Background: an optimization exercise with open tools, aiming at small area. Do not read the settings as production practice. Function was checked by simulation only, so behaviour that the tests miss may differ from the original. No activity file was given, so power comes from the tool's default toggle rates.

Setup of JK:
==> flow/design.v <==
module sha2in(
  input clk,rst_b,lst_pkt,
  input [63:0] pkt,
  output [511:0] blk,
  output blk_val,msg_end
);
  reg d, z;
  reg [2:0] idx;       
  reg [15:0] n;        
  reg bv;
  reg [511:0] sr;
  wire last = &idx;
  wire mgln = ~d & z & last;
  wire [63:0] w = d ? pkt : {~z, 41'b0, mgln ? n : 16'b0, 6'b0};
  always @(posedge clk)
    sr <= {sr[447:0], w};
  assign blk = sr;
  always @(posedge clk or negedge rst_b)
    if (!rst_b) begin
      d <= 1'b1;
      z <= 1'b0;
      idx <= 3'd0;
      n <= 16'd0;
      bv <= 1'b0;
    end else begin
      idx <= idx + 3'd1;
      n <= n + {15'd0, d};
      bv <= last & ~(d & z);
      d <= d ? (z | ~lst_pkt) : (z & last);
      z <= z | ~d;
    end
  assign blk_val = bv;
  assign msg_end = bv & d & z;
endmodule
export LEC_CHECK = 0
export CAP_MARGIN = 20
export CORE_MARGIN = 2
export CORE_UTILIZATION = 40
export SLEW_MARGIN = 20
create_clock -name core_clock -period 4.0 [get_ports {clk}]
standard.sh (not shown) runs the stock make flow with config.mk's settings and CLKGATE_MAP_FILE= SYNTH_SCRIPT=/design/flow/synth_recipe.tcl, a recipe that flattens the netlist after the stock synthesis.
==> flow/flow/run.sh <==
#!/bin/bash
# Standard layout, with the port buffers made from the smallest buffer cell
# (buf_1) and the clock tree built without dummy loads.
set -euo pipefail
export BUFFER_PORTS_ARGS="-buffer_cell sky130_fd_sc_hd__buf_1"
export CTS_ARGS="-sink_clustering_enable -repair_clock_nets -dont_use_dummy_load -buf_list {sky130_fd_sc_hd__clkbuf_4 sky130_fd_sc_hd__clkbuf_8 sky130_fd_sc_hd__clkbuf_16}"
bash standard.sh > standard.log 2>&1
In summary, JK completed successfully, with a layout that passed the timing, DRC and antenna checks.
### JK -> MS
Settings: setting PLACE_DENSITY to 0.9 for the first time.
==> flow/flow/run.sh <==
#!/bin/bash
# Standard layout, with the port buffers made from the smallest buffer cell
# (buf_1) and the clock tree built without dummy loads.
set -euo pipefail
export BUFFER_PORTS_ARGS="-buffer_cell sky130_fd_sc_hd__buf_1"
export CTS_ARGS="-sink_clustering_enable -repair_clock_nets -dont_use_dummy_load -buf_list sky130_fd_sc_hd__clkbuf_4 -sink_clustering_size 12 -sink_clustering_max_diameter 40"
bash standard.sh > standard.log 2>&1
Both conditions hold for MS: the flow ran to the end and the final layout passed the timing, DRC and antenna checks. Between JK and MS, final area is lower for MS, JK comes in above that. In the reports for JK and MS, the smaller power density relative to cell area belongs to MS. Of the two candidates, JK has the worse HPWL after detailed placement and MS the better one. Comparing JK and MS, the higher final-layout clock-cell area share is on JK. MS ends up with lower least setup slack across all paths after layout than JK does.
For AL, these inputs were changed with respect to MS:
Settings: clearing PLACE_DENSITY, which used to be 0.9; putting CTS_BUF_LIST at sky130_fd_sc_hd__clkbuf_4 where nothing was set; putting CTS_CLUSTER_SIZE at 10 where nothing was set; putting CTS_CLUSTER_DIAMETER at 30 where nothing was set.
==> flow/run.sh (new file) <==
#!/bin/bash
# synth_recipe.tcl (not shown) runs the flow's synth.tcl, then flattens the netlist and writes it again
# the make line also repeats each setting of config.mk as NAME=value (left out here)
make -C /OpenROAD-flow-scripts/flow DESIGN_CONFIG=/design/flow/config.mk WORK_HOME=/design/flow/orfs CLKGATE_MAP_FILE= SYNTH_SCRIPT=/design/flow/synth_recipe.tcl finish
removed: flow/flow/run.sh
removed: flow/standard.sh
Findings:
From MS to AL the numbers moved as follows: switching power increased by 24% relative to the old numbers; switching power as a share of total power now sits at about the same level.
The total detailed-routing wirelength in AL sits 18% above the value recorded for MS.
Diff MS -> AL: worst slack after detailed placement shows a reduction of 0.024 ns; post-route total power shows an increase of 25%.
Setup changes, AL to TR
Settings: CTS_CLUSTER_DIAMETER: 30 -> unset; CTS_CLUSTER_SIZE: 10 -> unset; CTS_BUF_LIST: sky130_fd_sc_hd__clkbuf_4 -> unset.
==> flow/flow/run.sh (new file) <==
#!/bin/bash
# Standard layout, with the port buffers made from the smallest buffer cell
# (buf_1) and the clock tree built without dummy loads.
set -euo pipefail
export BUFFER_PORTS_ARGS="-buffer_cell sky130_fd_sc_hd__buf_1"
export CTS_ARGS="-sink_clustering_enable -repair_clock_nets -dont_use_dummy_load -buf_list sky130_fd_sc_hd__clkbuf_4 -sink_clustering_size 12 -sink_clustering_max_diameter 40"
bash standard.sh > standard.log 2>&1
==> flow/standard.sh (new file) <==
#!/bin/bash
# synth_recipe.tcl (not shown) runs the flow's synth.tcl, then flattens the netlist and writes it again
# the make line also repeats each setting of config.mk as NAME=value (left out here)
make -C /OpenROAD-flow-scripts/flow DESIGN_CONFIG=/design/flow/config.mk WORK_HOME=/design/flow/orfs CLKGATE_MAP_FILE= SYNTH_SCRIPT=/design/flow/synth_recipe.tcl "${@:-finish}"
removed: flow/run.sh
### Flow results
Cmp AL and TR / overall power after layout / higher: AL
Diff AL..TR | fraction of the cycle the final worst path needs | negligible
TR -> AL: effective utilization at floorplan delta 0, exact match
Modified inputs, PW compared to TR
Settings: an added PLACE_DENSITY of 0.9.
==> flow/flow/run.sh <==
#!/bin/bash
# Standard layout, with the port buffers made from the smallest buffer cell
# (buf_1) and the clock tree built without dummy loads.
set -euo pipefail
export BUFFER_PORTS_ARGS="-buffer_cell sky130_fd_sc_hd__buf_1"
export CTS_ARGS="-sink_clustering_enable -repair_clock_nets -dont_use_dummy_load -buf_list sky130_fd_sc_hd__clkbuf_8 -sink_clustering_size 24 -sink_clustering_max_diameter 40"
bash standard.sh > standard.log 2>&1
Notes after the runs:
- PW against TR: detailed-routed wire length on met3 down about 16%, count of clock-buffer cells in the layout -9, cell-internal power went up, I/O pin total level, reported clock group power went up.
- Worst setup skew after layout delta (PW − TR): favourable
- Compared to TR, the routing of PW uses less wire.
- Vias: PW above TR
- PW vs TR on final cell count: PW is the lower one.


Starts from the design.v that is shown in full above.
Settings: LEC_CHECK=0, CAP_MARGIN=20, CORE_MARGIN=2, CORE_UTILIZATION=40, SLEW_MARGIN=20; clock period 4.0 ns.
==> flow/flow/run.sh <==
#!/bin/bash
# Standard layout, with the port buffers made from the smallest buffer cell
# (buf_1) and the clock tree built without dummy loads.
set -euo pipefail
export BUFFER_PORTS_ARGS="-buffer_cell sky130_fd_sc_hd__buf_1"
export CTS_ARGS="-sink_clustering_enable -repair_clock_nets -dont_use_dummy_load -buf_list sky130_fd_sc_hd__clkbuf_2 -sink_clustering_size 6 -sink_clustering_max_diameter 25"
bash standard.sh > standard.log 2>&1
The baseline finished clean.
Rerun with:
==> flow/flow/run.sh (replaced) <==
#!/bin/bash
# Standard layout, with the port buffers made from the smallest buffer cell
# (buf_1) and the clock tree built without dummy loads.
set -euo pipefail
export BUFFER_PORTS_ARGS="-buffer_cell sky130_fd_sc_hd__buf_1"
export CTS_ARGS="-sink_clustering_enable -repair_clock_nets -dont_use_dummy_load -buf_list sky130_fd_sc_hd__clkbuf_4 -sink_clustering_size 10 -sink_clustering_max_diameter 30"
bash standard.sh > standard.log 2>&1
What happened: Setup slack gains 0.26 ns. Clock power increases by about 7%. Routed wire length decreases by 1.4%. Maximum frequency increases by 9.4%. Synthesized area does not change. Final cell count decreases by 3.1%. Total power increases by about 1.7%. Cell area decreases by 1.2%.
Rerun with:
==> flow/flow/run.sh (replaced) <==
#!/bin/bash
# Standard layout, with the port buffers made from the smallest buffer cell
# (buf_1) and the clock tree built without dummy loads.
set -euo pipefail
export BUFFER_PORTS_ARGS="-buffer_cell sky130_fd_sc_hd__buf_1"
export CTS_ARGS="-sink_clustering_enable -repair_clock_nets -dont_use_dummy_load -buf_list sky130_fd_sc_hd__clkbuf_4 -sink_clustering_size 12 -sink_clustering_max_diameter 55"
bash standard.sh > standard.log 2>&1
Outcome:
- The changed run finished clean
- wire length goes down by 0.78%
- maximum frequency increases by 1.0%
- die area stays the same
- setup slack is better by 0.027 ns
- final cell count fell by 2.0%
- clock-buffer cell count went down by 35
- worst hold slack gains 0.22 ns
- via count decreases by 3.0%
Rerun with:
==> flow/flow/run.sh (replaced) <==
#!/bin/bash
# Standard layout, with the port buffers made from the smallest buffer cell
# (buf_1) and the clock tree built without dummy loads.
set -euo pipefail
export BUFFER_PORTS_ARGS="-buffer_cell sky130_fd_sc_hd__buf_1"
export CTS_ARGS="-sink_clustering_enable -dont_use_dummy_load -buf_list sky130_fd_sc_hd__clkbuf_4 -sink_clustering_size 12 -sink_clustering_max_diameter 40"
bash standard.sh > standard.log 2>&1
What happened:
- The changed run completed with no timing, DRC or antenna violations
- routed wire length stays flat
- sequential share of layout area is about the same
- sequential power barely changes


Another version of the RTL of sha2in (not shown whole).
For scale: ~530 flip-flops.
clock: 4.0 ns
lec_check: 0
cap_margin: 20
core_margin: 2
core_utilization: 70
cts_buf_list: sky130_fd_sc_hd__clkbuf_4
cts_cluster_diameter: 60
cts_cluster_size: 20
slew_margin: 20
run.sh (not shown) runs the stock make flow with config.mk's settings and CLKGATE_MAP_FILE= SYNTH_SCRIPT=/design/flow/synth_recipe.tcl, a recipe that flattens the netlist after the stock synthesis.
Stock flow here: none of the scripts above is used.
The baseline ended with an error in 3_2_place_iop with PPL-0024.
==> next run, changes <==
==> flow/flow/run.sh (new file) <==
#!/bin/bash
# Standard layout, with the port buffers made from the smallest buffer cell
# (buf_1) and the clock tree built without dummy loads.
set -euo pipefail
export BUFFER_PORTS_ARGS="-buffer_cell sky130_fd_sc_hd__buf_1"
export CTS_ARGS="-sink_clustering_enable -repair_clock_nets -dont_use_dummy_load -buf_list sky130_fd_sc_hd__clkbuf_4 -sink_clustering_size 12 -sink_clustering_max_diameter 40"
bash standard.sh > standard.log 2>&1
==> flow/standard.sh (new file) <==
#!/bin/bash
# synth_recipe.tcl (not shown) runs the flow's synth.tcl, then flattens the netlist and writes it again
# the make line also repeats each setting of config.mk as NAME=value (left out here)
make -C /OpenROAD-flow-scripts/flow DESIGN_CONFIG=/design/flow/config.mk WORK_HOME=/design/flow/orfs CLKGATE_MAP_FILE= SYNTH_SCRIPT=/design/flow/synth_recipe.tcl "${@:-finish}"
ABC_AREA = 1   (was not set)
CORE_UTILIZATION = 40   (was 70)
CTS_BUF_LIST = not set   (was sky130_fd_sc_hd__clkbuf_4)
CTS_CLUSTER_DIAMETER = not set   (was 60)
CTS_CLUSTER_SIZE = not set   (was 20)
removed: flow/run.sh
=> The changed run produced a clean layout. Synthesized area increases slightly. Synthesized cell count goes up by about a fifth.

separate check: timing with driven ports:
The flow's constraints put no driver on any port. The routed layouts listed below were extracted and timed again, unchanged, in two steps. Step 1: set_driving_cell puts a clkbuf_16 on clk and a buf_2 on each other input, an assumption about the parent block. Step 2 times the ports against the registers' clock, not the clock port: input delays grow and output delays shrink by t, the midpoint of the rising clock arrivals with the driver on. Three values: ideal, step 1, step 2; two values: the first two.
run | t (ns) | slack for setup (ns) | worst setup path after step 2
JK | 0.572 | 1.429 / 1.375 / 1.947 | register to output
MS | 0.698 | 1.089 / 1.050 / 1.748 | register to output
AL | 0.732 | 1.294 / 1.249 / 1.784 | register to register
TR | 0.705 | 1.290 / 1.240 / 1.945 | register to output
PW | 0.583 | 1.236 / 1.195 / 1.778 | register to output
the first run of note 2 | 0.861 | 1.008 / 0.962 / 1.823 | register to output
the second run of note 2 | 0.699 | 1.266 / 1.216 / 1.914 | register to output
the third run of note 2 | 0.713 | 1.293 / 1.243 / 1.956 | register to output
the fourth run of note 2 | 0.705 | 1.290 / 1.240 / 1.945 | register to output
the second run of note 3 | 0.710 | 1.657 / 1.609 / 1.826 | register to register
After both steps every run listed still meets setup and hold.
